Source: an optimization exercise on an open RTL-to-GDS flow (aim: small area, a short achievable clock period and few clock cycles). Production flows keep margins and buffers that such runs may drop.
In this exercise RTL edits were held to simulation tests only and were not proved equivalent to the original.
Power is estimated from default activity; no workload was simulated.

==> flow/design.v (outline; a module is shown in full before it is edited, if it fits) <==
// module booth: 2600 lines
// module booth_mul: 19 lines
module booth_mul (
    input             CLK ,
    input             RSTn ,
    input      [23:0] m1 ,
    input      [23:0] m2 ,
    input             BREQ ,
    output     [47:0] res ,
    output            BACK
);
  // ...
==> flow/run.sh <==
#!/bin/bash
# synth_recipe.tcl (not shown) runs the flow's synth.tcl, then flattens the netlist and writes it again
# the make line also repeats each setting of config.mk as NAME=value (left out here)
make -C /OpenROAD-flow-scripts/flow DESIGN_CONFIG=/design/flow/config.mk WORK_HOME=/design/flow/orfs CLKGATE_MAP_FILE= SYNTH_SCRIPT=/design/flow/synth_recipe.tcl finish
==> flow/config.mk <==
export PLATFORM = sky130hd
export DESIGN_NAME = booth_mul
export DESIGN_NICKNAME = booth_mul
export VERILOG_FILES = /design/flow/design.v
export SDC_FILE = /design/flow/constraint.sdc
export NUM_CORES = 4
export LEC_CHECK = 0
export ABC_AREA = 1
export CAP_MARGIN = 20
export CORE_MARGIN = 2
export CORE_UTILIZATION = 55
export SETUP_SLACK_MARGIN = 1.5
export SLEW_MARGIN = 20
==> flow/constraint.sdc <==
create_clock -name core_clock -period 6.0 [get_ports {CLK}]
set_input_delay 1.2000 -clock core_clock [delete_from_list [all_inputs] [get_ports {CLK}]]
set_output_delay 1.2000 -clock core_clock [all_outputs]
set_load 0.01 [all_outputs]
==> impl_metrics.ini, run 1 <==
[drt]
drt_iter0_drc = 1346
wirelength_met1_um = 20400
wl_met2_um = 20650
first_pass_iters = 5
drc = 0

[final_layout]
mostFrequentLayoutCell = inv_1
flops_and_latches = 104
seq_area_share_pct = 11.54
most-common-layout-cells = inv_1 (320), xor2_1 (309), o22ai_1 (275)
inverters_excl_clock = 343
final-seq-area_um2 = 2082

[clocking]
clockBufferDepth = 2
cts-hold-fix-buffers = 0

[setup_path]
path_depth = 10
cp_max_fo = 21
slowest_delay_ns = 0.65
worstPathRequired_ns = 6.24
critical_path_class = input pin to flip-flop
crit_end = u_booth.q_s735

[status]
outcome = timing/DRC/antenna clean

[synthesis]
ys_warn_count = 1
syn_area_per_cell_um2 = 8.542
synthTopCellsByCount = inv_1 (328), xor2_1 (309), o22ai_1 (275)
yosys_register_bits = 104
synth-seq-area-share_pct = 13.01

[global_routing]
met3_usage_pct = 5.862
grt_pass1_wl_um = 72920
grt_pass1_vias = 13190
grt_overflow = 0

[worst_hold_path]
hold_path_depth = 3

[die]
dieArea_um2 = 30470

[timing]
finalWorstSetupSlack_ns = 1.524
fmax_mhz = 223.4
rsz0062_at_grt = true
relSlewSlack_pct = 39.90

[power_and_ir_drop]
p_leak_nw = 8.705
p_sw_share_pct = 48.17
finalPower_mw = 11.56
powerComb_mw = 9.65

[placed_design]
place_ws_ns = 0.7445
io_buffers = 99
place_inst = 2255
Testbench counts, summed over its fixed seeds: cycles 32,000.
==> inputs of run 2 (changes only) <==
==> flow/flow/run.sh (new file) <==
#!/bin/bash
# The standard layout (standard.sh, which runs ORFS with the standard flow's settings), with one
# change: the ports get plain buffers (buf_2, which the resizer may size up) instead
# of the delay cells buffer_ports picks on its own.
set -euo pipefail
bash standard.sh 'BUFFER_PORTS_ARGS=-buffer_cell sky130_fd_sc_hd__buf_2' finish > standard_make.log 2>&1
==> flow/standard.sh (new file) <==
#!/bin/bash
# synth_recipe.tcl (not shown) runs the flow's synth.tcl, then flattens the netlist and writes it again
# the make line also repeats each setting of config.mk as NAME=value (left out here)
make -C /OpenROAD-flow-scripts/flow DESIGN_CONFIG=/design/flow/config.mk WORK_HOME=/design/flow/orfs CLKGATE_MAP_FILE= SYNTH_SCRIPT=/design/flow/synth_recipe.tcl "${@:-finish}"
removed: flow/run.sh
==> run 2 against run 1 <==
  * Synthesized cell count did not move
  * Cell count shrank 1.5%
  * Die area did not move
  * Largest cell class unchanged
  * Highest routed layer unchanged
==> impl_metrics.ini, run 2 <==
[drt]
ant_nets = 0
num_vias = 13160
drt_iter0_drc = 1444
wl_per_cell_um = 20.66
wl_um = 46910
drc = 0
routed_via_density = 5.796
first_pass_iters = 6

[status]
outcome = timing/DRC/antenna clean

[final_layout]
antennaDiodeCount = 0
multi_input_area_um2 = 11770
nFillCells = 2709
final-seq-area_um2 = 2082
layout.nets = 2244
most-common-layout-cells = inv_1 (328), xor2_1 (309), o22ai_1 (275)
area_growth_pct = 6.053
mostFrequentLayoutCell = inv_1
drive_gt1_share_pct = 12.77

[synthesis]
synth_ff_type = dfxtp_1
syn-cell-area_um2 = 16000
synth_cells = 1873
syn_area_per_cell_um2 = 8.542
synth_edf_count = 0
yosysTopAreaCellShare_pct = 28.65
syn_nets = 2235
synth_top_area_cell = fa_1
yosysMostFrequentCell = inv_1
synthArstFlopShare_pct = 0
synth-seq-area-share_pct = 13.01
synth.top_cells.by_area = fa_1 (29%), xor2_1 (17%), dfxtp_1 (13%)
ys_warn_count = 1
synthTopCellsByCount = inv_1 (328), xor2_1 (309), o22ai_1 (275)
synth.distinct_cells = 38
yosys_register_bits = 104

[setup_path]
endpoint_kind = flip-flop
slowest_stage = fa_1
cp_max_fo = 23
slowest_delay_ns = 0.53
worstPathRequired_ns = 6.22
critPathArrivalTime_ns = 4.64
critPathTopFamily = adder cells
path_depth = 12
critPathMostFrequentCell = fa_1
crit_chain = buf_2, inv_1, buf_4, o21ai_1, buf_6, o22ai_1, xor2_1, fa_1, fa_1, fa_1, inv_1, fa_1
crit_path_start = m2[9]
path_buf_inv = 5
crit_path_start_kind = input pin
crit_end = u_booth.q_c736
critical_path_class = input pin to flip-flop

[die]
fp.dieH_um = 174.6
core_area_um2 = 28700
start_util_pct = 55.74
dieArea_um2 = 30470
num_io_pins = 100
rows = 62
die_w_um = 174.6

[timing]
relSlewSlack_pct = 30.15
rsz0062_at_grt = true
worst_pin_slew_ns = 1.047
setup_viol = 0
drv_slew = 0
post-route-min-period_ns = 4.426
finalHoldViolCount = 0
totalNegativeSetupSlack_ns = 0
fmax_mhz = 225.9
period_share_pct = 73.76

[worst_hold_path]
min_path_type = input pin to flip-flop

[power_and_ir_drop]
finalPower_mw = 10.11
p_per_area_nw_per_um2 = 595.8
p_leak_nw = 8.441
ir_worst_vdd_uv = 803.9

[clocking]
cts_tree = yes
cts_made_buffers = 9
ctsHtreeMaxLevel = 3
clk_pin_slew_ns = 0.08
clkSinkCount = 104
root_buffer = clkbuf_16
cts-hold-fix-buffers = 0
clockBufferDepth = 2

[placed_design]
dp_hpwl_um = 34930
io_buffers = 99
gp_congestion = 0.9315

[global_routing]
antenna_found_initial = 0
grt_pass1_wl_um = 74000
globalRouteTotalUtil_pct = 31.25
grt_overflow = 0
grt_max_degree = 25
grt_pass1_vias = 13350

[flow_run]
maxCapViolCount = 0
run 2: cell counts after synthesis:
No cell type changed its count.
run 2: what timing repair did:
action                                  CTS  global route
endpoints found under the setup margin   17            36
pin swaps                                 0             4
buffers inserted                          0             9
gates resized for setup                   3            21
cloned                                    0             1
run 2: power by group:
group          internal (mW)  total, mW  switching, mW
combinational           3.39       8.21           4.83
clock                  0.289      0.605          0.316
sequential              1.13       1.29          0.161
total                   4.80       10.1           5.30
run 2: worst min path at each step:
stage                     start           end  slack [ns]  cells after the start
after detailed placement   BREQ  u_booth.busy        1.39                      3
after CTS                  BREQ  u_booth.busy        1.00                      3
after global placement     BREQ  u_booth.busy        1.38                      3
final                      BREQ  u_booth.busy        1.00                      3
after floorplan            BREQ  u_booth.busy        1.29                      2
after global routing       BREQ  u_booth.busy        1.02                      3
run 2: cell families (layout without fill, tap and decap cells):
family	Yosys count	count (layout)	share of synthesized area, %
and+or+nand+nor	263	264	7.062
AOI/OAI and AO/OA	364	364	13.80
adders and majority gates	311	311	35.07
buffers and inverters	518	531	13.93
xor gates and xnor gates	313	313	17.13
DFF	104	104	13.01
run 2: metal layers:
metal | global-route usage, % | part of all wire, % | up-vias
met5 | 0 | 0 | -
met4 | 9.826 | 3.2 | 0
met3 | 5.162 | 9.7 | 121
met2 | 47.75 | 44 | 716
met1 | 45.46 | 43 | 6381
li1 | - | - | 5945
run 2: cell type report:
cell class              count  share of cell area (%)
multi-input cells        1252                   69.35
flip-flops and latches    104                   12.27
inverters                 339                   7.544
repair buffers            176                   6.364
well taps                 384                   2.832
clock buffers              10                   1.349
clock inverters             6                  0.2950
run 2: metrics by stage:
stage	hold slack (ns)	util, %	setup slack, ns	area, µm²	std cells
CTS	1.002	58.59	1.496	16820	2261
finish	1.005	59.12	1.574	16970	2271
global route	1.016	59.12	1.440	16970	2271
floorplan	1.293	-	1.796	16000	1873
detailed placement	1.385	57.59	0.9655	16530	2245
global placement	1.382	57.59	1.033	16530	2245
==> inputs of run 3 (changes only) <==
--- a/flow/config.mk
+++ b/flow/config.mk
@@ -9,5 +9,5 @@
 export CAP_MARGIN = 20
 export CORE_MARGIN = 2
 export CORE_UTILIZATION = 55
-export SETUP_SLACK_MARGIN = 1.5
+export SETUP_SLACK_MARGIN = 1.25
 export SLEW_MARGIN = 20
==> run 3 against run 2 <==
  * Synthesized cell count is the same
  * Clock power about the same
  * Final area down 0.90%
  * Non-clock buffer count shrank 9
  * Setup slack worse by 0.16 ns
  * Count of clock-buffer cells in the layout is the same
  * Fmax down 3.5%
  * Critical path depth is 1 lower
  * Worst hold slack got worse by 0.0024 ns
  * Sequential share of layout area up 0.11 points
  * Critical endpoint is now u_booth.q_s723
==> impl_metrics.ini, run 3 <==
[synthesis]
yosysMostFrequentCell = inv_1
synthArstFlopShare_pct = 0
synth_top_area_cell = fa_1
synth.top_cells.by_area = fa_1 (29%), xor2_1 (17%), dfxtp_1 (13%)
syn_nets = 2235
synth_cells = 1873
ys_warn_count = 1
synthTopCellsByCount = inv_1 (328), xor2_1 (309), o22ai_1 (275)
syn_area_per_cell_um2 = 8.542
yosysTopAreaCellShare_pct = 28.65
synth.distinct_cells = 38
synth-seq-area-share_pct = 13.01
yosys_register_bits = 104
syn-cell-area_um2 = 16000
synth_ff_type = dfxtp_1
synth_edf_count = 0

[setup_path]
critPathArrivalTime_ns = 4.84
endpoint_kind = flip-flop
slowest_delay_ns = 0.58
critical_path_class = input pin to flip-flop
cp_max_fo = 18
slowest_stage = fa_1
critPathTopFamily = adder cells
crit_path_start_kind = input pin
crit_chain = buf_2, nor2_1, inv_1, nand2_1, o22ai_1, xor2_1, fa_1, inv_1, fa_1, fa_1, fa_1
critPathMostFrequentCell = fa_1
path_buf_inv = 3
worstPathRequired_ns = 6.25

[timing]
setup_viol = 0
drv_slew = 0
relSlewSlack_pct = 32.24
period_share_pct = 76.45
whs_ns = 1.002
fmax_mhz = 218.0
finalHoldViolCount = 0
rsz0062_at_grt = false
finalWorstSetupSlack_ns = 1.413
post-route-min-period_ns = 4.587
totalNegativeSetupSlack_ns = 0
worst_pin_slew_ns = 1.015

[global_routing]
met3_usage_pct = 5.162
globalRouteTotalUtil_pct = 31.25
grt_pass1_vias = 13360
grt_pass1_wl_um = 74000
antenna_found_initial = 0
grt.met2_usage_pct = 47.75
grt_max_degree = 25
grt_busiest_layer = met2
grt_util_met1_pct = 45.43
grt_overflow = 0

[clocking]
clk_pin_slew_ns = 0.08
cts-hold-fix-buffers = 0
cts_tree = yes
ctsHtreeMaxLevel = 3
cts_made_buffers = 9
clkSinkCount = 104
clockBufferDepth = 2
postCtsSetupRepairBufs = 0
root_buffer = clkbuf_16
cts.repair.resized = 0

[placed_design]
dp_hpwl_um = 34930
place_ws_ns = 0.9655
place_inst = 2245
gp_congestion = 0.9315
io_buffers = 99

[die]
num_io_pins = 100
fp.dieH_um = 174.6
dieArea_um2 = 30470
start_util_pct = 55.74
die_w_um = 174.6
core_area_um2 = 28700
rows = 62

[final_layout]
most-common-layout-cells = inv_1 (328), xor2_1 (309), o22ai_1 (275)
drive_gt1_share_pct = 11.67
nFillCells = 2724
final-seq-area_um2 = 2082
layout.nets = 2234
area_growth_pct = 5.099
antennaDiodeCount = 0
stdcell_count = 2261
multi_input_area_um2 = 11700
mostFrequentLayoutCell = inv_1

[flow_run]
maxCapViolCount = 0

[worst_hold_path]
min_path_type = input pin to flip-flop

[power_and_ir_drop]
ir_worst_vdd_uv = 743.5
p_leak_nw = 8.373
p_per_area_nw_per_um2 = 575.6
finalPower_mw = 9.678

[drt]
first_pass_iters = 6
ant_nets = 0
drt_iter0_drc = 1436
wl_um = 46390
routed_via_density = 5.801
wl_per_cell_um = 20.52
drc = 0
num_vias = 13120

[status]
outcome = timing/DRC/antenna clean
run 3: cell counts after synthesis:
No cell type changed its count.
run 3: final cells by class:
| cell class | count | area share, % |
|---|---|---|
| clock buffer | 10 | 1.362 |
| inverter | 339 | 7.568 |
| multi-input combinational | 1251 | 69.55 |
| timing repair buffer | 167 | 5.983 |
| clock inverter | 6 | 0.2976 |
| tap | 384 | 2.857 |
| sequential | 104 | 12.38 |
run 3: kinds of logic (layout without fill, tap and decap cells):
logic type / after synthesis / in the layout / share of synthesized area [%]
compound gates: 364 / 364 / 13.80
xor+xnor: 313 / 313 / 17.13
fa+ha+maj: 311 / 311 / 35.07
buf+inv: 518 / 522 / 13.93
flops: 104 / 104 / 13.01
simple gates: 263 / 263 / 7.062
run 3: layer usage:
| metal | vias up | share of wire, % |
|---|---|---|
| li1 | 5924 | - |
| met1 | 6316 | 44 |
| met2 | 753 | 43 |
| met3 | 123 | 9.7 |
| met4 | 0 | 3.3 |
| met5 | - | 0 |
run 3: per-stage QoR:
| step | instance area (µm²) | utilization [%] |
|---|---|---|
| after floorplan | 16000 | - |
| after global placement | 16530 | 57.59 |
| after detailed placement | 16530 | 57.59 |
| after CTS | 16810 | 58.56 |
| after global routing | 16810 | 58.58 |
| final | 16810 | 58.58 |
run 3: report_power, final:
group | internal [mW] | switching (mW)
Clock | 0.289 | 0.315
Sequential | 1.13 | 0.161
Combinational | 3.15 | 4.64
run 3: worst paths after layout:
path              startpoint              to  cells past startpoint
setup / recovery       m2[1]  u_booth.q_s723                     11
hold / removal          BREQ    u_booth.busy                      3
run 3: worst min-delay path, stage by stage:
cell,delay [ns]
buf_2,0.07
nand2_1,0.04
inv_1,0.04
==> inputs of run 4 (changes only) <==
--- a/flow/config.mk
+++ b/flow/config.mk
@@ -9,5 +9,5 @@
 export CAP_MARGIN = 20
 export CORE_MARGIN = 2
 export CORE_UTILIZATION = 55
-export SETUP_SLACK_MARGIN = 1.25
+export SETUP_SLACK_MARGIN = 1.75
 export SLEW_MARGIN = 20
==> run 4 against run 3 <==
  * Global-route usage rose by 0.25 points
  * Cell count rose by 0.84%
  * Critical path type unchanged
  * Critical path depth fell by 1
  * Die area did not move
  * Count of clock-buffer cells in the layout did not move
  * Largest cell class unchanged
==> impl_metrics.ini, run 4 <==
[clocking]
clkSinkCount = 104
clk_pin_slew_ns = 0.08
clockBufferDepth = 2
ctsHtreeMaxLevel = 3
root_buffer = clkbuf_16
cts_tree = yes
cts_made_buffers = 9

[timing]
worst_pin_slew_ns = 0.9122
finalWorstSetupSlack_ns = 1.807
setup_viol = 0
period_share_pct = 69.88
finalHoldViolCount = 0
drv_slew = 0
relSlewSlack_pct = 39.12
rsz0062_at_grt = true
totalNegativeSetupSlack_ns = 0
post-route-min-period_ns = 4.193
fmax_mhz = 238.5

[placed_design]
dp_hpwl_um = 34930
place_inst = 2245
place_ws_ns = 0.9655
io_buffers = 99
gp_congestion = 0.9315
placed_cell_area_um2 = 16530

[die]
num_io_pins = 100
dieArea_um2 = 30470
rows = 62
core_area_um2 = 28700
fp.dieH_um = 174.6
start_util_pct = 55.74
die_w_um = 174.6

[final_layout]
nFillCells = 2682
layout.nets = 2253
stdcell_count = 2280
most-common-layout-cells = inv_1 (322), xor2_1 (309), o22ai_1 (275)
design_area_um2 = 17360
area_growth_pct = 8.517
antennaDiodeCount = 0
drive_gt1_share_pct = 14.98
mostFrequentLayoutCell = inv_1

[synthesis]
yosysMostFrequentCell = inv_1
synthArstFlopShare_pct = 0
syn_nets = 2235
synth.area.mux_share_pct = 0
ys_warn_count = 1
yosysTopAreaCellShare_pct = 28.65
syn-cell-area_um2 = 16000
yosys.area_share.simple_pct = 7.062
synth_xor_area_share_pct = 17.13
synth-seq-area-share_pct = 13.01
synth_cells = 1873
yosys_register_bits = 104
synth-compound-area-share_pct = 13.80
synth.distinct_cells = 38
synth_top_area_cell = fa_1
synth_edf_count = 0
syn_area_per_cell_um2 = 8.542
synthTopCellsByCount = inv_1 (328), xor2_1 (309), o22ai_1 (275)
synth.top_cells.by_area = fa_1 (29%), xor2_1 (17%), dfxtp_1 (13%)
synth_top_family_by_area = adder cells
synth_ff_type = dfxtp_1
synth_fa_ha_area_share_pct = 35.07

[drt]
ant_nets = 0
routed_via_density = 5.822
first_pass_iters = 6
wl_per_cell_um = 20.82
wl_um = 47470
drc = 0
drt_iter0_drc = 1476
num_vias = 13280

[setup_path]
critical_path_class = input pin to flip-flop
cp_max_fo = 19
critPathArrivalTime_ns = 4.41
worstPathRequired_ns = 6.22
crit_path_start = m1[15]
endpoint_kind = flip-flop
crit_path_start_kind = input pin

[global_routing]
grt_max_degree = 25
globalRouteTotalUtil_pct = 31.50
grt_pass1_wl_um = 74630
grt_overflow = 0
grt_pass1_vias = 13440
antenna_found_initial = 0

[worst_hold_path]
hold_start = BREQ
min_path_type = input pin to flip-flop

[power_and_ir_drop]
p_switching_mw = 5.425
finalPower_mw = 10.50
p_per_area_nw_per_um2 = 604.6
p_sw_share_pct = 51.68
seqPwrFrac_pct = 12.3
p_clk_share_pct = 5.8
power_frac_comb_pct = 81.9
p_leak_nw = 8.525
internal_power_mw = 5.072
ir_worst_vdd_uv = 731.1

[flow_run]
maxCapViolCount = 0

[status]
outcome = timing/DRC/antenna clean
[run 4: timing repair]
| action | in CTS | in global routing |
|---|---|---|
| gates cloned | 0 | 2 |
| pin swaps | 6 | 13 |
| hold endpoints to repair | 0 | 0 |
| buffers inserted | 5 | 12 |
| resized for setup | 36 | 68 |
| hold buffers | 0 | 0 |
| setup endpoints to repair | 50 | 42 |
[run 4: path summary, 6_finish.rpt]
check / cells past startpoint / to / slack, ns
worst max-delay path: 10 / u_booth.q_c736 / 1.81
worst min-delay path: 3 / u_booth.busy / 1.00
[run 4: stage by stage]
stage               utilization, %  hold WS [ns]
floorplan                        -         1.293
global route                 60.49         1.016
global placement             57.59         1.382
finish                       60.49         1.003
detailed placement           57.59         1.385
CTS                          59.15         1.002
[run 4: cells by family after synthesis]
logic type      Yosys count
compound gates          364
xor+xnor                313
fa+ha+maj               311
buf+inv                 518
flops                   104
simple gates            263
[run 4: layout make-up]
cell class	instances	area, µm²	area share, %
Timing Repair Buffer	185	1229	7.077
Tap cell	384	480.5	2.767
Sequential cell	104	2083	12.00
Timing Repair inverter	1	5.005	0.02883
Clock inverter	6	50.05	0.2883
Multi-Input combinational cell	1251	11950	68.85
Inverter	339	1333	7.675
Clock buffer	10	229.0	1.319
[run 4: power groups by stage]
stage          Combinational [mW]  Sequential (mW)  Clock, mW
2_1_floorplan                6.66             1.26          0
3_3_place_gp                 7.63             1.30          0
3_5_place_dp                 7.80             1.31          0
4_1_cts                      8.16             1.29      0.619
5_1_grt                      9.79             1.33      0.643
6_report                     8.60             1.29      0.605
[run 4: routing by layer]
metal	GRT usage [%]	routed length, µm	up-vias
li1	-	-	5967
met1	46.05	20510	6460
met2	48.10	20830	729
met3	4.943	4522	119
met4	9.826	1618	0
met5	0	0	-
[run 4: critical path, stage by stage]
cell and delay, ns:
buf_2 0.09, inv_1 0.58, buf_4 0.29, o22ai_1 0.11, xor2_1 0.20, fa_1 0.41
fa_1 0.47, fa_1 0.53, inv_1 0.05, fa_1 0.46
==> inputs of run 5 (changes only) <==
--- a/flow/config.mk
+++ b/flow/config.mk
@@ -9,5 +9,5 @@
 export CAP_MARGIN = 20
 export CORE_MARGIN = 2
 export CORE_UTILIZATION = 55
-export SETUP_SLACK_MARGIN = 1.75
+export SETUP_SLACK_MARGIN = 2.0
 export SLEW_MARGIN = 20
==> run 5 against run 4 <==
  * Still clean on timing, DRC and antenna
  * Global-route usage increased by 1.5 points
  * Fmax increased by 1.6%
  * Area after synthesis unchanged
  * Non-clock buffer count increased by 45
  * Critical endpoint is now res[32]
  * Largest power group unchanged
==> impl_metrics.ini, run 5 <==
[status]
outcome = timing/DRC/antenna clean

[power_and_ir_drop]
p_switching_mw = 5.783
seqPwrFrac_pct = 11.5
power_frac_comb_pct = 83.1
p_per_area_nw_per_um2 = 590.5
p_sw_share_pct = 51.22
internal_power_mw = 5.508
p_leak_nw = 9.021
ir_worst_vdd_uv = 686.4
p_clk_share_pct = 5.4

[die]
rows = 62
dieArea_um2 = 30470
num_io_pins = 100
fp.dieH_um = 174.6
die_w_um = 174.6
core_area_um2 = 28700
start_util_pct = 55.74

[timing]
totalNegativeSetupSlack_ns = 0
worst_pin_slew_ns = 0.6994
rsz0062_at_grt = true
whs_ns = 0.9999
drv_slew = 0
post-route-min-period_ns = 4.128
setup_viol = 0
fmax_mhz = 242.2
period_share_pct = 68.80
finalHoldViolCount = 0
relSlewSlack_pct = 53.32

[global_routing]
grt_pass1_vias = 13800
grt_pass1_wl_um = 77440
grt_overflow = 0
grt_max_degree = 25
globalRouteTotalUtil_pct = 33.00
antenna_found_initial = 1

[setup_path]
cp_max_fo = 4
slowest_delay_ns = 0.59
crit_path_start_kind = flip-flop
crit_chain = fa_1, ha_4, a21oi_2, nor2_1, nor2_2, nand2_4, nand2_4, nand3_4, fa_2, buf_6
path_buf_inv = 1
worstPathRequired_ns = 4.80
critPathTopFamily = adder cells
critical_path_class = flip-flop to primary output
critPathArrivalTime_ns = 2.93
critPathMostFrequentCell = nand2_4
endpoint_kind = primary output
slowest_stage = fa_2

[synthesis]
syn-cell-area_um2 = 16000
synth.top_cells.by_area = fa_1 (29%), xor2_1 (17%), dfxtp_1 (13%)
synth_edf_count = 0
syn_area_per_cell_um2 = 8.542
synth_top_area_cell = fa_1
yosys_register_bits = 104
synth-seq-area-share_pct = 13.01
synth_ff_type = dfxtp_1
synthTopCellsByCount = inv_1 (328), xor2_1 (309), o22ai_1 (275)
synth_cells = 1873
ys_warn_count = 1
synthArstFlopShare_pct = 0
yosysMostFrequentCell = inv_1
yosysTopAreaCellShare_pct = 28.65
syn_nets = 2235
synth.distinct_cells = 38

[placed_design]
io_buffers = 99
gp_congestion = 0.8921
dp_hpwl_um = 34290
placed_cell_area_um2 = 16650

[drt]
drc = 0
ant_nets = 0
routed_via_density = 5.996
wl_per_cell_um = 22.77
num_vias = 14060
drt_iter0_drc = 1591
first_pass_iters = 9
wl_um = 53400

[flow_run]
maxCapViolCount = 0

[worst_hold_path]
min_path_type = input pin to flip-flop
hold_path_end = u_booth.busy
hold_start = BREQ
hold_path_depth = 3

[final_layout]
most-common-layout-cells = xor2_1 (306), inv_1 (291), o22ai_1 (254)
design_area_um2 = 19120
area_growth_pct = 19.52
antennaDiodeCount = 0
mostFrequentLayoutCell = xor2_1
layout.nets = 2320
drive_gt1_share_pct = 24.38

[clocking]
clockBufferDepth = 2
cts_tree = yes
ctsHtreeMaxLevel = 3
root_buffer = clkbuf_16
clkSinkCount = 104
cts-hold-fix-buffers = 0
clk_pin_slew_ns = 0.08
cts_made_buffers = 9
[run 5: cell counts after synthesis]
No cell type changed its count.
[run 5: power groups by stage]
stage	combinational [mW]	sequential [mW]	clock, mW
floorplan	6.70	1.26	0
global placement	7.66	1.30	0
detailed placement	7.80	1.30	0
CTS	8.73	1.30	0.624
global route	10.5	1.34	0.647
finish	9.38	1.30	0.611
[run 5: worst max path at each step]
stage / depth (start not counted) / slack, ns / to / start
floorplan: 12 / 1.99 / u_booth.q_s731 / m2[7]
global placement: 11 / 1.08 / u_booth.q_s829 / m2[13]
detailed placement: 11 / 0.98 / u_booth.q_s829 / m2[13]
CTS: 14 / 1.85 / res[32] / u_booth.q_s599
global route: 10 / 1.80 / res[32] / u_booth.q_s719
finish: 10 / 1.87 / res[32] / u_booth.q_s719
[run 5: cell type report]
cell class / instances / area, µm²
clock buffer: 11 / 232.7
tap: 384 / 480.5
timing repair buffer: 230 / 1963
fill: 2406 / 9580
sequential: 104 / 2086
clock inverter: 3 / 45.04
multi-input combinational: 1259 / 12770
inverter: 339 / 1440
timing repair inverter: 15 / 102.6
[run 5: cells by family after synthesis]
group,share of synthesized area [%]
compound gates,13.80
xor+xnor,17.13
fa+ha+maj,35.07
buf+inv,13.93
flops,13.01
simple gates,7.062
[run 5: stage by stage]
stage	setup WS (ns)	utilization (%)	instances	total power [mW]
global placement	1.079	58.02	2227	8.968
floorplan	1.987	-	1873	7.964
detailed placement	0.9842	58.02	2227	9.108
finish	1.872	66.62	2345	11.29
global route	1.796	66.62	2345	12.50
CTS	1.854	62.50	2290	10.65
[run 5: what timing repair did]
action,in CTS,in global routing
gates cloned,7,20
gates resized for setup,126,167
setup endpoints to repair,97,64
pin swaps,27,38
setup buffers,42,35
hold endpoints to repair,0,0
[run 5: layer usage]
layer  vias up  track usage, %  wire length [µm]  share of wire (%)
li1       6110               -                 -                  -
met1      6763           45.98             21240                 40
met2       926           51.03             22640                 42
met3       259           5.774              6116                 11
met4         2           13.65              3387                6.3
met5         -               0                16              0.030
==> inputs of run 6 (changes only) <==
--- a/flow/config.mk
+++ b/flow/config.mk
@@ -9,5 +9,5 @@
 export CAP_MARGIN = 20
 export CORE_MARGIN = 2
 export CORE_UTILIZATION = 55
-export SETUP_SLACK_MARGIN = 2.0
+export SETUP_SLACK_MARGIN = 1.9
 export SLEW_MARGIN = 20
==> run 6 against run 5 <==
  * Die area is the same
  * Setup slack gained 0.013 ns
  * Total power shrank 2.4%
  * Utilization shrank 3.1 points
  * Critical path depth grew 1
  * Critical endpoint unchanged
  * Synthesized cell count is the same
  * Still clean on timing, DRC and antenna
==> impl_metrics.ini, run 6 <==
[status]
outcome = timing/DRC/antenna clean

[final_layout]
layout.nets = 2295
antennaDiodeCount = 0
post-route-util_pct = 63.49
area_growth_pct = 13.90
nFillCells = 2547
most-common-layout-cells = xor2_1 (308), inv_1 (300), o22ai_1 (272)
mostFrequentLayoutCell = xor2_1
drive_gt1_share_pct = 20.49

[timing]
rsz0062_at_grt = true
relSlewSlack_pct = 53.15
finalHoldViolCount = 0
totalNegativeSetupSlack_ns = 0
worst_pin_slew_ns = 0.7020
setup_viol = 0
drv_slew = 0
post-route-min-period_ns = 4.115
period_share_pct = 68.58
fmax_mhz = 243.0

[placed_design]
dp_hpwl_um = 34720
io_buffers = 99
gp_congestion = 0.8975

[clocking]
cts_made_buffers = 9
cts_tree = yes
clkSinkCount = 104
clockBufferDepth = 2
clk_pin_slew_ns = 0.08
ctsHtreeMaxLevel = 3
cts-hold-fix-buffers = 0
root_buffer = clkbuf_16

[drt]
wl_per_cell_um = 21.42
wl_um = 49750
drc = 0
ant_nets = 0
num_vias = 13560
first_pass_iters = 6
drt_iter0_drc = 1449
routed_via_density = 5.839

[synthesis]
yosysMostFrequentCell = inv_1
ys_warn_count = 1
synth_top_area_cell = fa_1
syn_nets = 2235
synth_edf_count = 0
syn_area_per_cell_um2 = 8.542
synth_ff_type = dfxtp_1
synthTopCellsByCount = inv_1 (328), xor2_1 (309), o22ai_1 (275)
synth-seq-area-share_pct = 13.01
synth.top_cells.by_area = fa_1 (29%), xor2_1 (17%), dfxtp_1 (13%)
yosys_register_bits = 104
yosysTopAreaCellShare_pct = 28.65
synth_cells = 1873
synthArstFlopShare_pct = 0
syn-cell-area_um2 = 16000
synth.distinct_cells = 38

[setup_path]
cp_max_fo = 7
endpoint_kind = primary output
worstPathRequired_ns = 4.80
crit_path_start_kind = flip-flop
critical_path_class = flip-flop to primary output
critPathArrivalTime_ns = 2.91

[power_and_ir_drop]
p_per_area_nw_per_um2 = 605.0
finalPower_mw = 11.03
ir_worst_vdd_uv = 615.1
p_leak_nw = 8.757

[global_routing]
grt_pass1_vias = 13450
globalRouteTotalUtil_pct = 32.07
grt_pass1_wl_um = 75420
grt_max_degree = 25
antenna_found_initial = 0
grt_overflow = 0

[die]
fp.dieH_um = 174.6
rows = 62
num_io_pins = 100
core_area_um2 = 28700
dieArea_um2 = 30470
start_util_pct = 55.74
die_w_um = 174.6

[worst_hold_path]
min_path_type = input pin to flip-flop

[flow_run]
maxCapViolCount = 0
run 6: changes by cell type in the layout (fill, tap and decap cells not counted), moves of 12 or more:
cell | before | now
clkinvlp_4 | 35 | 23
nand2_4 | 27 | 14
o22ai_2 | 21 | 3
buf_12 | 25 | 13
nand2_1 | 101 | 118
o22ai_1 | 254 | 272
run 6: final timing paths:
path	startpoint	to	slack, ns	cells after the start
min	BREQ	u_booth.busy	1.01	3
max	u_booth.q_s615	res[32]	1.89	11
run 6: cell families after synthesis:
logic type / synth area share (%)
AO/OA/AOI/OAI: 13.80
AND/OR/NAND/NOR: 7.062
buffers and inverters: 13.93
flip-flops: 13.01
adder cells (fa/ha/maj): 35.07
XOR/XNOR: 17.13
run 6: worst max-delay path: stages, from the launching register on:
cell     delay (ns)
dfxtp_2        0.33
inv_2          0.03
fa_1           0.55
inv_2          0.06
ha_4           0.24
a21o_1         0.17
nor2_2         0.12
nand2_4        0.09
nand2_4        0.07
nand3_4        0.19
fa_2           0.59
buf_6          0.10
run 6: power breakdown:
| group | switching, mW | internal, mW | total, mW |
|---|---|---|---|
| Combinational | 5.15 | 3.96 | 9.11 |
| Clock | 0.318 | 0.300 | 0.618 |
| Sequential | 0.169 | 1.13 | 1.30 |
| Total | 5.63 | 5.39 | 11.0 |
run 6: final cells by class:
cell class	count	area [µm²]	share of cell area (%)
clock buffer	10	239.0	1.311
clock inverter	6	51.30	0.2815
inverter	339	1374	7.539
multi-input combinational	1252	12280	67.41
sequential	104	2088	11.46
tap	384	480.5	2.636
timing repair buffer	222	1672	9.173
timing repair inverter	5	35.03	0.1922
run 6: per-layer routing:
layer	wire length [µm]	global-route usage (%)	share of wire [%]
met5	0	0	0
met4	2197	11.63	4.4
met3	5346	5.468	11
met2	21450	49.16	43
met1	20760	45.79	42
run 6: repair_timing:
item | CTS | global route
buffers inserted | 31 | 33
pin swaps | 26 | 26
setup endpoints to repair | 89 | 54
cloned | 2 | 5
gates resized for setup | 95 | 104
run 6: through the flow:
step                worst slack (ns)  std cells  hold slack, ns  area (µm²)
CTS                            1.841       2284           1.006       17490
global route                   1.775       2322           1.034       18220
global placement              0.9089       2235           1.381       16500
floorplan                      1.877       1873           1.293       16080
detailed placement            0.9193       2235           1.388       16500
finish                         1.885       2322           1.005       18220
==> inputs of run 7 (changes only) <==
--- a/flow/config.mk
+++ b/flow/config.mk
@@ -8,6 +8,6 @@
 export ABC_AREA = 1
 export CAP_MARGIN = 20
 export CORE_MARGIN = 2
-export CORE_UTILIZATION = 55
-export SETUP_SLACK_MARGIN = 1.9
+export CORE_UTILIZATION = 70
+export SETUP_SLACK_MARGIN = 1.75
 export SLEW_MARGIN = 20
==> run 7 against run 6 <==
  * Combinational power decreased by 6.7%
  * Total power down 5.0%
  * Non-clock buffer count fell by 58
  * Synthesized cell count unchanged
  * Count of clock-buffer cells in the layout rose by 1
  * Sequential share of layout area increased by 0.70 points
  * Fmax fell by 1.9%
  * Global-route usage is 7.0 points higher
  * Utilization grew 12 points
  * Clock power increased by 11%
  * Highest routed layer unchanged
  * Wire length fell by 8.0%
==> impl_metrics.ini, run 7 <==
[status]
outcome = timing/DRC/antenna clean

[placed_design]
place_ws_ns = 0.8392
placed_cell_area_um2 = 16260
gp_congestion = 0.9512
io_buffers = 99
dp_hpwl_um = 32550
place_inst = 2126

[clocking]
root_buffer = clkbuf_16
cts_tree = yes
clockBufferDepth = 2
cts_made_buffers = 9
ctsHtreeMaxLevel = 3
clk_pin_slew_ns = 0.07
clkSinkCount = 104

[die]
core_area_um2 = 22570
start_util_pct = 70.88
fp.dieH_um = 155.2
rows = 55
die_w_um = 155.2
num_io_pins = 100
dieArea_um2 = 24080

[final_layout]
most-common-layout-cells = inv_1 (311), xor2_1 (309), o22ai_1 (275)
antennaDiodeCount = 0
stdcell_count = 2160
drive_gt1_share_pct = 14.51
layout.nets = 2233
design_area_um2 = 17140
mostFrequentLayoutCell = inv_1
post-route-util_pct = 75.92
area_growth_pct = 7.109

[synthesis]
yosys_register_bits = 104
yosysMostFrequentCell = inv_1
syn-cell-area_um2 = 16000
synth_edf_count = 0
syn_nets = 2235
yosysTopAreaCellShare_pct = 28.65
synth_ff_type = dfxtp_1
synth.distinct_cells = 38
ys_warn_count = 1
synth_cells = 1873
synth.top_cells.by_area = fa_1 (29%), xor2_1 (17%), dfxtp_1 (13%)
synth_top_area_cell = fa_1
syn_area_per_cell_um2 = 8.542
synthArstFlopShare_pct = 0
synth-seq-area-share_pct = 13.01
synthTopCellsByCount = inv_1 (328), xor2_1 (309), o22ai_1 (275)

[timing]
drv_slew = 0
fmax_mhz = 238.4
relSlewSlack_pct = 35.24
totalNegativeSetupSlack_ns = 0
setup_viol = 0
finalWorstSetupSlack_ns = 1.805
worst_pin_slew_ns = 0.9703
whs_ns = 1.011
post-route-min-period_ns = 4.195
rsz0062_at_grt = false
period_share_pct = 69.91
finalHoldViolCount = 0

[drt]
ant_nets = 0
first_pass_iters = 6
num_vias = 13430
wl_um = 45780
routed_via_density = 6.218
wl_per_cell_um = 21.19
drt_iter0_drc = 1725
drc = 0

[power_and_ir_drop]
finalPower_mw = 10.48
p_clk_share_pct = 6.5
p_leak_nw = 8.379
internal_power_mw = 5.096
p_sw_share_pct = 51.37
ir_worst_vdd_uv = 808.2
p_per_area_nw_per_um2 = 611.4
seqPwrFrac_pct = 12.3
p_switching_mw = 5.382
power_frac_comb_pct = 81.1

[global_routing]
grt_max_degree = 25
grt_pass1_vias = 13590
grt_pass1_wl_um = 72480
globalRouteTotalUtil_pct = 39.06
grt_overflow = 0
antenna_found_initial = 0

[flow_run]
maxCapViolCount = 0

[setup_path]
slowest_delay_ns = 0.61
slowest_stage = fa_2
critical_path_class = flip-flop to primary output
critPathTopFamily = adder cells
critPathArrivalTime_ns = 2.99
worstPathRequired_ns = 4.80
critPathMostFrequentCell = nand2_4
crit_path_start_kind = flip-flop
path_buf_inv = 3
cp_max_fo = 5
endpoint_kind = primary output
crit_chain = inv_2, fa_1, inv_2, ha_4, a21oi_2, nand2_4, nand2_2, nand2_4, nand2_4, nand3_4, fa_2, buf_6

[worst_hold_path]
min_path_type = input pin to flip-flop
## run 7: layout make-up
class | count | area [µm²]
multi-input combinational | 1251 | 11970
fill | 1772 | 5435
sequential | 104 | 2083
inverter | 339 | 1351
timing repair buffer | 164 | 1046
tap | 285 | 356.6
clock buffer | 11 | 242.7
clock inverter | 4 | 77.57
timing repair inverter | 2 | 10.01
## run 7: what timing repair did
item | in CTS | in global routing
setup endpoints to repair | 53 | 44
gates cloned | 0 | 3
hold buffers | 0 | 0
setup buffers | 3 | 13
resized for setup | 37 | 72
pin swaps | 2 | 19
## run 7: logic make-up after synthesis
family                   share of synthesized area (%)
AO/OA/AOI/OAI                                    13.80
XOR/XNOR                                         17.13
adder cells (fa/ha/maj)                          35.07
buffers and inverters                            13.93
flip-flops                                       13.01
AND/OR/NAND/NOR                                  7.062
## run 7: final timing paths
check,from,end,cells after the start
setup / recovery,u_booth.q_s599,res[32],12
hold / removal,BREQ,u_booth.busy,3
## run 7: per-layer routing
layer / wire, µm / track usage (%) / vias up
met3: 5276 / 8.914 / 197
met5: 0 / 0 / -
met1: 17820 / 52.87 / 6406
met4: 2420 / 17.74 / 0
met2: 20260 / 60.44 / 893
li1: - / - / 5934
## run 7: power by group through the flow
stage          sequential, mW  combinational (mW)  clock [mW]
2_1_floorplan            1.26                6.66           0
3_3_place_gp             1.30                7.46           0
3_5_place_dp             1.31                7.73           0
4_1_cts                  1.29                8.00       0.690
5_1_grt                  1.33                9.60       0.713
6_report                 1.29                8.50       0.686
## run 7: tightest hold or removal path: cells and delay by family
family                 cells  cell delay (ns)
buffers and inverters      2             0.11
and+or+nand+nor            1             0.04
==> inputs of run 8 (changes only) <==
==> flow/flow/run.sh (replaced) <==
#!/bin/bash
# The standard layout (standard.sh, which runs ORFS with the standard flow's settings), with two
# changes: the ports get plain buffers (buf_2, which the resizer may size up) instead
# of the delay cells buffer_ports picks on its own, and after the timing repair at
# global route the resizer downsizes gates on paths that are not critical.
set -euo pipefail
bash standard.sh 'BUFFER_PORTS_ARGS=-buffer_cell sky130_fd_sc_hd__buf_2' 'RECOVER_POWER=100' finish > standard_make.log 2>&1
--- a/flow/config.mk
+++ b/flow/config.mk
@@ -8,6 +8,6 @@
 export ABC_AREA = 1
 export CAP_MARGIN = 20
 export CORE_MARGIN = 2
-export CORE_UTILIZATION = 70
-export SETUP_SLACK_MARGIN = 1.75
+export CORE_UTILIZATION = 55
+export SETUP_SLACK_MARGIN = 2.0
 export SLEW_MARGIN = 20
==> run 8 against run 7 <==
  * Now fails the layout checks on max-capacitance violations, max-slew violations
  * Clock power is 11% lower
  * Setup slack worse by 0.83 ns
  * Total power is 5.1% higher
  * Critical path depth is 1 higher
  * Fmax is 17% lower
  * Synthesized cell count stayed put
  * Critical endpoint is now u_booth.q_s789
  * Largest power group unchanged
==> impl_metrics.ini, run 8 <==
[status]
outcome = failed layout checks
violations = max-capacitance violations, max-slew violations

[timing]
relSlewSlack_pct = -13.40
post-route-min-period_ns = 5.027
setup_viol = 0
totalNegativeSetupSlack_ns = 0
worst_pin_slew_ns = 1.683
finalWorstSetupSlack_ns = 0.9733
period_share_pct = 83.78
finalHoldViolCount = 0
whs_ns = 0.9977
rsz0062_at_grt = true
drv_slew = 12
fmax_mhz = 198.9

[placed_design]
place_inst = 2227
gp_congestion = 0.8921
dp_hpwl_um = 34290
place_ws_ns = 0.9842
placed_cell_area_um2 = 16650
io_buffers = 99

[clocking]
root_buffer = clkbuf_16
clockBufferDepth = 2
clkSinkCount = 104
clk_pin_slew_ns = 0.08
cts_made_buffers = 9
ctsHtreeMaxLevel = 3
cts_tree = yes

[synthesis]
yosysMostFrequentCell = inv_1
ys_warn_count = 1
synth.top_cells.by_area = fa_1 (29%), xor2_1 (17%), dfxtp_1 (13%)
yosysTopAreaCellShare_pct = 28.65
synthArstFlopShare_pct = 0
synth.distinct_cells = 38
syn_nets = 2235
synth-seq-area-share_pct = 13.01
synth_edf_count = 0
synth_cells = 1873
synth_ff_type = dfxtp_1
synthTopCellsByCount = inv_1 (328), xor2_1 (309), o22ai_1 (275)
yosys_register_bits = 104
synth_top_area_cell = fa_1
syn-cell-area_um2 = 16000
syn_area_per_cell_um2 = 8.542

[worst_hold_path]
min_path_type = input pin to flip-flop

[die]
die_w_um = 174.6
start_util_pct = 55.74
core_area_um2 = 28700
fp.dieH_um = 174.6
num_io_pins = 100
dieArea_um2 = 30470
rows = 62

[drt]
routed_via_density = 5.986
drc = 0
num_vias = 14040
drt_iter0_drc = 1528
wl_per_cell_um = 22.84
first_pass_iters = 6
ant_nets = 0
wl_um = 53570

[final_layout]
layout.nets = 2320
mostFrequentLayoutCell = xor2_1
antennaDiodeCount = 0
area_growth_pct = 18.44
nFillCells = 2436
final-seq-area_um2 = 2086
most-common-layout-cells = xor2_1 (306), inv_1 (291), o22ai_1 (254)
design_area_um2 = 18950
post-route-util_pct = 66.02
drive_gt1_share_pct = 21.32
multi_input_area_um2 = 12700
stdcell_count = 2345

[setup_path]
slowest_stage = o21ai_0
crit_path_start_kind = input pin
slowest_delay_ns = 1.04
crit_chain = clkbuf_1, nor2_4, buf_4, o21ai_0, o22ai_1, xor2_1, fa_1, inv_1, fa_1, fa_1, inv_1, fa_1, inv_1
critical_path_class = input pin to flip-flop
cp_max_fo = 6
critPathMostFrequentCell = fa_1
endpoint_kind = flip-flop
critPathArrivalTime_ns = 5.30
worstPathRequired_ns = 6.28

[global_routing]
grt_pass1_vias = 13800
grt_overflow = 0
grt_max_degree = 25
globalRouteTotalUtil_pct = 33.00
antenna_found_initial = 1
grt_pass1_wl_um = 77440

[power_and_ir_drop]
p_per_area_nw_per_um2 = 581.1
finalPower_mw = 11.01
p_leak_nw = 8.857
ir_worst_vdd_uv = 687.2

[flow_run]
maxCapViolCount = 1
[run 8: cell counts after synthesis]
No cell type changed its count.
[run 8: cell type report]
cell class                      count  share of cell area, %
Tap cell                          384                  2.535
Multi-Input combinational cell   1259                  67.01
Inverter                          339                  7.600
Sequential cell                   104                  11.01
Clock inverter                      3                 0.2377
Clock buffer                       11                  1.228
Timing Repair Buffer              230                  9.838
Timing Repair inverter             15                 0.5414
[run 8: cells by family (layout without fill, tap and decap cells)]
logic type	Yosys count	after routing	synth area share, %
buf+inv	518	598	13.93
compound gates	364	367	13.80
simple gates	263	268	7.062
fa+ha+maj	311	311	35.07
xor+xnor	313	313	17.13
flops	104	104	13.01
[run 8: timing repair]
action	4_1_cts	5_1_grt
gates resized for setup	126	167
hold buffers	0	0
endpoints found under the setup margin	97	64
pin swaps	27	38
gates cloned	7	20
setup buffers	42	35
[run 8: final timing paths]
| check | depth (start not counted) | slack (ns) | end | start |
|---|---|---|---|---|
| max | 13 | 0.97 | u_booth.q_s789 | m2[1] |
| min | 3 | 1.0 | u_booth.busy | BREQ |
[run 8: power breakdown]
part           switching (mW)  total [mW]  internal (mW)
clock network           0.292       0.612          0.320
registers               0.165        1.30           1.13
logic                    5.32        9.10           3.78
[run 8: layer usage]
layer  vias up  routed length, µm  GRT usage [%]  share of wire, %
met2       932              22710          51.03                42
met1      6732              21180          45.98                40
li1       6118                  -              -                 -
met5         -                 16              0             0.030
met4         2               3333          13.65               6.2
met3       252               6324          5.774                12
[run 8: worst max-delay path, delay by kind of cell]
family	cells	cell delay (ns)
AOI/OAI and AO/OA	2	1.21
xor gates and xnor gates	1	0.22
and+or+nand+nor	1	0.08
buffers and inverters	5	0.68
adders and majority gates	4	1.92
==> inputs of run 9 (changes only) <==
==> flow/flow/run.sh (replaced) <==
#!/bin/bash
# The standard layout (standard.sh: ORFS with the standard flow's settings) with two changes:
#  - the ports get plain buffers (buf_2, which the resizer may size up) instead of
#    the delay cells buffer_ports picks on its own;
#  - after the standard synthesis, fa_polarity.py removes inverters between full
#    adders (it flips full adders' polarity, same function and registers), and the
#    netlist is read in again before the floorplan.
set -euo pipefail
A='BUFFER_PORTS_ARGS=-buffer_cell sky130_fd_sc_hd__buf_2'
bash standard.sh "$A" synth > make_synth.log 2>&1
net=orfs/results/$FLOW_PLATFORM/booth_mul/base/1_2_yosys.v
python3 flow/fa_polarity.py "$net" > fa_polarity.log 2>&1
bash standard.sh "$A" do-1_synth > make_synth_odb.log 2>&1
bash standard.sh "$A" finish > make_finish.log 2>&1
==> flow/flow/fa_polarity.py (new file) <==
#!/usr/bin/env python3
"""Remove inverters between full adders in a Yosys netlist of sky130hd cells.

FA(~a, ~b, ~c) = (~SUM, ~COUT): a full adder may take all of its inputs inverted if its
outputs are read inverted.  An XOR2/XNOR2 takes its inputs in either polarity and gives
its output in either polarity by becoming the other of the two (same size).  This picks
by local search which full adders to flip and which polarities the XOR2/XNOR2 cells give,
so that the fewest inverters are needed, and rewrites the netlist in place with the same
function and the same registers.  Usage: fa_polarity.py NETLIST
"""
import re
import sys
import random
import collections

path = sys.argv[1]
text = open(path).read()
head_end = text.index('\n  sky130_fd_sc_hd__')
head = text[:head_end + 1]
body = text[head_end + 1:]
tail_idx = body.rindex('endmodule')
tail = body[tail_idx:]
cell_re = re.compile(r'  (\S+) (\S+)\s+\((.*?)\n  \);\n', re.S)
cells = []
for mm in cell_re.finditer(body[:tail_idx]):
    typ, name, pins = mm.group(1), mm.group(2), mm.group(3)
    pl = [[pm.group(1), pm.group(2)] for pm in re.finditer(r'\.(\w+)\((.*?)\)(?=,?\n|,?\s*$)', pins)]
    cells.append({'type': typ, 'name': name, 'pins': pl})
assert len(cells) == len(re.findall(r'^  sky130_fd_sc_hd__\w+ ', body, re.M)), 'netlist parse'
assert len(cells) == body[:tail_idx].count(');\n'), 'netlist parse'
OUTP = {'X', 'Y', 'Q', 'Q_N', 'SUM', 'COUT', 'HI', 'LO'}
ports = set()
for dm in re.finditer(r'^\s*(input|output|inout)\s*(\[\d+:\d+\])?\s*(\S+);', head, re.M):
    rng, nm = dm.group(2), dm.group(3)
    if rng:
        hi, lo = map(int, rng[1:-1].split(':'))
        for i in range(min(hi, lo), max(hi, lo) + 1):
            ports.add('%s[%d]' % (nm, i))
    else:
        ports.add(nm)


def is_fa(c): return re.match(r'sky130_fd_sc_hd__fa_\d+$', c['type']) is not None
def is_x(c): return re.match(r'sky130_fd_sc_hd__x(n)?or2_\d+$', c['type']) is not None
def is_inv(c): return re.match(r'sky130_fd_sc_hd__(clk)?inv_\d+$', c['type']) is not None


FA = [is_fa(c) for c in cells]
XO = [is_x(c) for c in cells]
driver = {}
loads = collections.defaultdict(list)
for ci, c in enumerate(cells):
    for pi, (p, n) in enumerate(c['pins']):
        if p in OUTP:
            driver[n] = (ci, pi)
        else:
            loads[n].append((ci, pi))

groups = []
for n in sorted(set(list(driver.keys()) + list(loads.keys()))):
    if n in driver and is_inv(cells[driver[n][0]]):
        continue
    g = {'root': n, 'loads': [], 'invs': [], 'port': n in ports}
    stack = [(n, 0)]
    while stack:
        net, par = stack.pop()
        for (ci, pi) in loads[net]:
            c = cells[ci]
            if is_inv(c):
                y = dict(c['pins'])['Y']
                g['invs'].append((ci, net, y, par))
                if y in ports:
                    g['port'] = True
                stack.append((y, par ^ 1))
            else:
                g['loads'].append((ci, pi, par))
    d = driver.get(n)
    g['drv'] = d[0] if d is not None and not g['port'] and (FA[d[0]] or XO[d[0]]) else None
    groups.append(g)

flip = [0] * len(cells)     # FA: inputs and outputs inverted; XOR: output inverted


def need(g):
    p = flip[g['drv']] if g['drv'] is not None else 0
    for (ci, pi, par) in g['loads']:
        if XO[ci]:
            continue
        q = par ^ (flip[ci] if FA[ci] else 0)
        if q != p:
            return 1
    return 0


gof = collections.defaultdict(set)
for gi, g in enumerate(groups):
    if g['drv'] is not None:
        gof[g['drv']].add(gi)
    for (ci, pi, par) in g['loads']:
        if FA[ci]:
            gof[ci].add(gi)
vars_ = sorted(gof.keys())
gof = {k: sorted(v) for k, v in gof.items()}


def descend(rng):
    cur = [need(g) for g in groups]
    order = list(vars_)
    for _ in range(100):
        rng.shuffle(order)
        better = False
        for v in order:
            gs = gof[v]
            old = sum(cur[gi] for gi in gs)
            flip[v] ^= 1
            new = [need(groups[gi]) for gi in gs]
            if sum(new) < old or (sum(new) == old and rng.random() < 0.3):
                if sum(new) < old:
                    better = True
                for gi, x in zip(gs, new):
                    cur[gi] = x
            else:
                flip[v] ^= 1
        if not better:
            break
    return sum(cur)


before = sum(need(g) for g in groups)
rng = random.Random(1)
best = None
for trial in range(12):
    for v in vars_:
        flip[v] = 0 if trial == 0 else rng.randint(0, 1)
    cost = descend(rng)
    if best is None or cost < best[0]:
        best = (cost, list(flip))
flip = best[1]
after = best[0]

newnets = []
newcells = []
kill = set()
inpol = collections.defaultdict(dict)     # XOR cell -> pin index -> polarity of what it now reads
cnt = [0]
for gi, g in enumerate(groups):
    p = flip[g['drv']] if g['drv'] is not None else 0
    root = g['root']
    if g['port']:
        # nets that are ports stay as they are; only full adder loads may move
        true_net = {0: root}
        for (ci, net, y, par) in g['invs']:
            true_net.setdefault(par ^ 1, y)
        for (ci, pi, par) in g['loads']:
            if FA[ci] and flip[ci]:
                q = par ^ 1
                if q not in true_net:
                    cnt[0] += 1
                    other = '_polnet%d_' % cnt[0]
                    newnets.append(other)
                    newcells.append('  sky130_fd_sc_hd__inv_1 _polinv%d_ (\n    .A(%s),\n    .Y(%s)\n  );\n' % (cnt[0], root, other))
                    true_net[1] = other
                cells[ci]['pins'][pi][1] = true_net[q]
        continue
    if not g['invs'] and not need(g):
        for (ci, pi, par) in g['loads']:
            if XO[ci]:
                inpol[ci][pi] = par ^ p
        continue
    for (ci, net, y, par) in g['invs']:
        kill.add(ci)
    net_of = {p: root}
    if need(g):
        reuse = [(ci, y) for (ci, net, y, par) in g['invs'] if net == root]
        if reuse:
            ci, y = reuse[0]
            kill.discard(ci)
            other = y
        else:
            cnt[0] += 1
            other = '_polnet%d_' % cnt[0]
            newnets.append(other)
            newcells.append('  sky130_fd_sc_hd__inv_1 _polinv%d_ (\n    .A(%s),\n    .Y(%s)\n  );\n' % (cnt[0], root, other))
        net_of[p ^ 1] = other
    for (ci, pi, par) in g['loads']:
        if XO[ci]:
            cells[ci]['pins'][pi][1] = root
            inpol[ci][pi] = par ^ p
            continue
        q = par ^ (flip[ci] if FA[ci] else 0)
        cells[ci]['pins'][pi][1] = net_of[q]
for ci, c in enumerate(cells):
    if not XO[ci]:
        continue
    k = 1 if 'xnor2' in c['type'] else 0
    k2 = k ^ flip[ci] ^ sum(inpol[ci].values()) % 2
    if k2 != k:
        if k2:
            c['type'] = c['type'].replace('xor2', 'xnor2')
            c['pins'] = [[('Y' if p == 'X' else p), n] for p, n in c['pins']]
        else:
            c['type'] = c['type'].replace('xnor2', 'xor2')
            c['pins'] = [[('X' if p == 'Y' else p), n] for p, n in c['pins']]

out = [head]
for nn in newnets:
    out.append('  wire %s;\n' % nn)
for ci, c in enumerate(cells):
    if ci in kill:
        continue
    pins = ',\n'.join('    .%s(%s)' % (p, n) for p, n in c['pins'])
    out.append('  %s %s (\n%s\n  );\n' % (c['type'], c['name'], pins))
out.extend(newcells)
out.append(tail)
open(path, 'w').write(''.join(out))
ninv = sum(1 for ci, c in enumerate(cells) if is_inv(c) and ci not in kill) + len(newcells)
print('inverters: %d before, %d after; groups needing one: %d before, %d after; %d full adders flipped' % (
    sum(1 for c in cells if is_inv(c)), ninv, before, after, sum(flip[v] for v in vars_ if FA[v])))
--- a/flow/config.mk
+++ b/flow/config.mk
@@ -8,6 +8,6 @@
 export ABC_AREA = 1
 export CAP_MARGIN = 20
 export CORE_MARGIN = 2
-export CORE_UTILIZATION = 55
-export SETUP_SLACK_MARGIN = 2.0
+export CORE_UTILIZATION = 70
+export SETUP_SLACK_MARGIN = 1.75
 export SLEW_MARGIN = 20
==> run 9 against run 8 <==
  * Now clean on timing, DRC and antenna
  * Area after synthesis is 4.0% lower
  * Wire length is 17% lower
  * Flip-flop and latch count stayed put
  * Cell count is 16% lower
  * Sequential share of layout area is 1.7 points higher
  * First-iteration DRC count is 0.39% higher
  * Critical endpoint is now u_booth.q_s725
  * Largest cell class unchanged
==> impl_metrics.ini, run 9 <==
[status]
outcome = timing/DRC/antenna clean

[global_routing]
grt_pass1_vias = 13110
grt_max_degree = 27
grt_overflow = 0
grt_pass1_wl_um = 71080
globalRouteTotalUtil_pct = 39.01
antenna_found_initial = 0

[synthesis]
syn_area_per_cell_um2 = 9.020
syn-cell-area_um2 = 15360
synth_cells = 1703
ys_warn_count = 1
syn_nets = 2065

[drt]
drc = 0
routed_via_density = 6.454
ant_nets = 0
wl_um = 44300
drt_iter0_drc = 1534
first_pass_iters = 8
wl_per_cell_um = 22.37
num_vias = 12780

[placed_design]
place_inst = 1956
placed_cell_area_um2 = 15650
gp_congestion = 1.004
dp_hpwl_um = 32760
io_buffers = 99

[setup_path]
worstPathRequired_ns = 6.24
critical_path_class = input pin to flip-flop
critPathArrivalTime_ns = 4.47
endpoint_kind = flip-flop
crit_path_start_kind = input pin
cp_max_fo = 26

[final_layout]
drive_gt1_share_pct = 14.53
stdcell_count = 1980
mostFrequentLayoutCell = o22ai_1
final-seq-area_um2 = 2082
nFillCells = 1634
area_growth_pct = 6.313
most-common-layout-cells = o22ai_1 (275), fa_1 (228), xor2_1 (191)
layout.nets = 2057
post-route-util_pct = 75.30
antennaDiodeCount = 0
multi_input_area_um2 = 11880
design_area_um2 = 16330

[timing]
relSlewSlack_pct = 33.87
rsz0062_at_grt = true
finalHoldViolCount = 0
setup_viol = 0
totalNegativeSetupSlack_ns = 0
post-route-min-period_ns = 4.226
period_share_pct = 70.43
fmax_mhz = 236.6
worst_pin_slew_ns = 0.9909
drv_slew = 0

[die]
die_w_um = 152.1
rows = 54
dieArea_um2 = 23150
num_io_pins = 100
fp.dieH_um = 152.1
core_area_um2 = 21690
start_util_pct = 70.83

[power_and_ir_drop]
p_per_area_nw_per_um2 = 614.0
seqPwrFrac_pct = 13.0
p_switching_mw = 5.108
internal_power_mw = 4.919
ir_worst_vdd_uv = 810.8
finalPower_mw = 10.03
p_clk_share_pct = 6.4
p_leak_nw = 7.205
p_sw_share_pct = 50.94
power_frac_comb_pct = 80.6

[clocking]
cts_tree = yes
root_buffer = clkbuf_16
clockBufferDepth = 2
cts-hold-fix-buffers = 0
clk_pin_slew_ns = 0.08
clkSinkCount = 104
cts_made_buffers = 9
ctsHtreeMaxLevel = 3

[worst_hold_path]
min_path_type = input pin to flip-flop

[flow_run]
maxCapViolCount = 0
## run 9: power by group through the flow
| stage | registers (mW) | clock network (mW) | logic, mW |
|---|---|---|---|
| finish | 1.30 | 0.646 | 8.08 |
| global route | 1.34 | 0.680 | 9.09 |
| CTS | 1.30 | 0.653 | 7.81 |
| detailed placement | 1.32 | 0 | 7.64 |
| global placement | 1.30 | 0 | 7.40 |
| floorplan | 1.27 | 0 | 6.57 |
## run 9: through the flow
step	hold slack (ns)	setup slack [ns]
final	1.008	1.774
after floorplan	1.293	1.754
after global placement	1.378	0.9775
after global routing	1.048	1.723
after CTS	1.004	1.752
after detailed placement	1.385	0.8826
## run 9: worst paths after layout
| check | to | depth (start not counted) | startpoint | slack [ns] |
|---|---|---|---|---|
| max | u_booth.q_s725 | 9 | m2[1] | 1.77 |
| min | u_booth.busy | 3 | BREQ | 1.01 |
## run 9: layout make-up
type | instances | share of cell area (%)
Clock buffer | 10 | 1.463
Clock inverter | 6 | 0.4520
Inverter | 169 | 4.199
Multi-Input combinational cell | 1251 | 72.76
Sequential cell | 104 | 12.75
Tap cell | 280 | 2.145
Timing Repair Buffer | 159 | 6.198
Timing Repair inverter | 1 | 0.03065
## run 9: worst max-delay path, stage by stage
cell and delay (ns):
buf_2 0.11, buf_4 0.40, inv_2 0.07, nand2_1 0.08, a21boi_0 0.66, fa_1 0.56
fa_1 0.52, fa_1 0.39, fa_1 0.45
## run 9: routing by layer
metal	GRT usage [%]	wire [µm]	vias up
met1	51.75	16750	6094
met2	60.94	19720	897
met4	21.27	2760	0
met3	7.537	5060	213
met5	0	0	-
li1	-	-	5574
## run 9: what timing repair did
| item | 4_1_cts | 5_1_grt |
|---|---|---|
| setup endpoints to repair | 53 | 42 |
| gates resized for setup | 26 | 54 |
| hold endpoints to repair | 0 | 0 |
| cloned | 0 | 2 |
| buffers inserted | 6 | 0 |
| pin swaps | 2 | 2 |
==> inputs of run 10 (changes only) <==
--- a/flow/config.mk
+++ b/flow/config.mk
@@ -9,5 +9,5 @@
 export CAP_MARGIN = 20
 export CORE_MARGIN = 2
 export CORE_UTILIZATION = 70
-export SETUP_SLACK_MARGIN = 1.75
+export SETUP_SLACK_MARGIN = 2.0
 export SLEW_MARGIN = 20
==> run 10 against run 9 <==
  * Still clean on timing, DRC and antenna
  * Utilization rose by 7.0 points
  * Final area rose by 9.4%
  * Combinational power rose by 13%
  * Area after synthesis did not move
  * Flip-flop and latch count did not move
  * Sequential share of layout area fell by 1.1 points
  * Non-clock buffer count rose by 52
  * Clock power fell by 6.3%
  * Die area did not move
  * Critical path depth rose by 6
  * Global-route usage rose by 1.1 points
  * Wire length rose by 14%
  * Highest routed layer unchanged
==> impl_metrics.ini, run 10 <==
[placed_design]
placed_cell_area_um2 = 15760
gp_congestion = 0.9874
io_buffers = 99
place_inst = 1943
dp_hpwl_um = 31690

[timing]
worst_pin_slew_ns = 1.048
drv_slew = 0
finalHoldViolCount = 0
rsz0062_at_grt = true
post-route-min-period_ns = 4.080
relSlewSlack_pct = 29.40
period_share_pct = 68.00
fmax_mhz = 245.1
setup_viol = 0
totalNegativeSetupSlack_ns = 0

[clocking]
cts_tree = yes
clkSinkCount = 104
ctsHtreeMaxLevel = 3
cts_made_buffers = 9
clk_pin_slew_ns = 0.08
cts-hold-fix-buffers = 0
root_buffer = clkbuf_16
clockBufferDepth = 2

[final_layout]
mostFrequentLayoutCell = o22ai_1
most-common-layout-cells = o22ai_1 (266), fa_1 (221), xor2_1 (190)
antennaDiodeCount = 0
nFillCells = 1313
layout.nets = 2121
multi_input_area_um2 = 12660
drive_gt1_share_pct = 24.26
area_growth_pct = 16.27
stdcell_count = 2044
final-seq-area_um2 = 2086
post-route-util_pct = 82.35
design_area_um2 = 17860

[global_routing]
grt_pass1_vias = 13360
grt_util_met1_pct = 53.64
grt_max_degree = 25
globalRouteTotalUtil_pct = 40.12
grt_busiest_layer = met2
grt_overflow = 0
grt_pass1_wl_um = 72980
antenna_found_initial = 0
met3_usage_pct = 10.98
grt.met2_usage_pct = 61.58

[setup_path]
critPathArrivalTime_ns = 4.36
critical_path_class = input pin to flip-flop
critPathMostFrequentCell = fa_1
cp_max_fo = 10
worstPathRequired_ns = 6.28
critPathTopFamily = adder cells
path_buf_inv = 7
slowest_stage = fa_1
crit_path_start_kind = input pin
endpoint_kind = flip-flop
crit_chain = buf_8, inv_2, buf_8, nand2_2, o21ai_4, buf_6, buf_4, o22ai_2, xor2_1, fa_1, fa_1, inv_1, fa_2, fa_1, inv_1
crit_path_start = m2[9]
slowest_delay_ns = 0.51

[synthesis]
synth_cells = 1703
syn-cell-area_um2 = 15360
syn_area_per_cell_um2 = 9.020
syn_nets = 2065
ys_warn_count = 1

[die]
fp.dieH_um = 152.1
rows = 54
die_w_um = 152.1
core_area_um2 = 21690
num_io_pins = 100
dieArea_um2 = 23150
start_util_pct = 70.83

[drt]
wl_per_cell_um = 24.78
ant_nets = 0
routed_via_density = 6.795
wl_um = 50650
drt_iter0_drc = 2500
first_pass_iters = 14
drc = 0
num_vias = 13890

[worst_hold_path]
min_path_type = input pin to flip-flop
hold_start = BREQ

[power_and_ir_drop]
p_per_area_nw_per_um2 = 617.4
finalPower_mw = 11.03
p_leak_nw = 7.697
ir_worst_vdd_uv = 540.5

[status]
outcome = timing/DRC/antenna clean

[flow_run]
maxCapViolCount = 0
run 10: final cells by class:
| class | instances | share of cell area [%] |
|---|---|---|
| multi-input combinational | 1257 | 70.89 |
| sequential | 104 | 11.68 |
| timing repair buffer | 211 | 9.220 |
| inverter | 169 | 4.358 |
| tap | 280 | 1.962 |
| clock buffer | 10 | 1.338 |
| clock inverter | 6 | 0.2872 |
| timing repair inverter | 7 | 0.2662 |
run 10: metal layers:
layer	vias to the layer above	wire length, µm
met5	-	0
met4	0	3697
met3	396	7403
met2	1208	21620
met1	6577	17920
li1	5709	-
run 10: timing repair:
item | CTS | global route
resized for setup | 118 | 122
gates cloned | 5 | 11
setup buffers | 35 | 34
endpoints found under the setup margin | 97 | 52
pin swaps | 18 | 42
run 10: report_power, final:
| part | internal (mW) | total, mW | switching [mW] |
|---|---|---|---|
| logic | 4.04 | 9.12 | 5.08 |
| registers | 1.13 | 1.31 | 0.174 |
| clock network | 0.300 | 0.605 | 0.305 |
run 10: final timing paths:
kind / to / slack, ns / cells past startpoint
hold / removal: u_booth.busy / 1.0 / 3
setup / recovery: u_booth.q_s731 / 1.92 / 15
run 10: stage by stage:
stage,hold slack (ns),worst slack (ns)
global route,1.022,1.843
CTS,0.9962,1.996
floorplan,1.293,1.976
global placement,1.379,0.9933
finish,0.9956,1.920
detailed placement,1.383,0.8607

==> re-timing with driven ports <==
The results above use ideal ports. As a check the final layouts listed here were re-extracted and re-timed, cells and wires unchanged. Step 1 sets driving cells, clkbuf_16 on the clock port and buf_2 on the other inputs (assumed; they add their load-dependent delay and slew). Step 2, shift: input delay + t, output delay - t, t = (earliest + latest rising clock arrival at the registers) / 2. This alone moves slack from input paths to output paths. Slacks: ideal / step 1 / step 2; pairs: ideal / step 1.
| run | t (ns) | slack for setup (ns) | hold WS [ns] | worst data-port slew with drivers (ns) |
|---|---|---|---|---|
| run 1 | 0.419 | 1.524 / 1.558 / 1.138 | 1.346 / 1.316 / 1.735 | 0.07 |
| run 2 | 0.418 | 1.574 / 1.582 / 1.187 | 1.005 / 0.974 / 1.392 | 0.05 |
| run 3 | 0.420 | 1.413 / 1.444 / 1.023 | 1.002 / 0.971 / 1.392 | 0.05 |
| run 4 | 0.421 | 1.807 / 1.805 / 1.417 | 1.003 / 0.971 / 1.393 | 0.05 |
| run 5 | 0.424 | 1.872 / 1.817 / 1.526 | 1.000 / 0.967 / 1.392 | 0.07 |
| run 6 | 0.421 | 1.885 / 1.833 / 1.502 | 1.005 / 0.975 / 1.397 | 0.06 |
| run 7 | 0.422 | 1.805 / 1.753 / 1.424 | 1.011 / 0.982 / 1.404 | 0.04 |
| run 8 | 0.425 | 0.973 / 1.003 / 0.578 | 0.998 / 0.965 / 1.390 | 0.07 |
| run 9 | 0.414 | 1.774 / 1.788 / 1.374 | 1.008 / 0.983 / 1.397 | 0.06 |
| run 10 | 0.416 | 1.920 / 1.901 / 1.501 | 0.996 / 0.971 / 1.387 | 0.08 |
For run 10, which loses most, drivers alone change the setup slack by -0.019 ns; drivers and shift together by -0.419 ns.
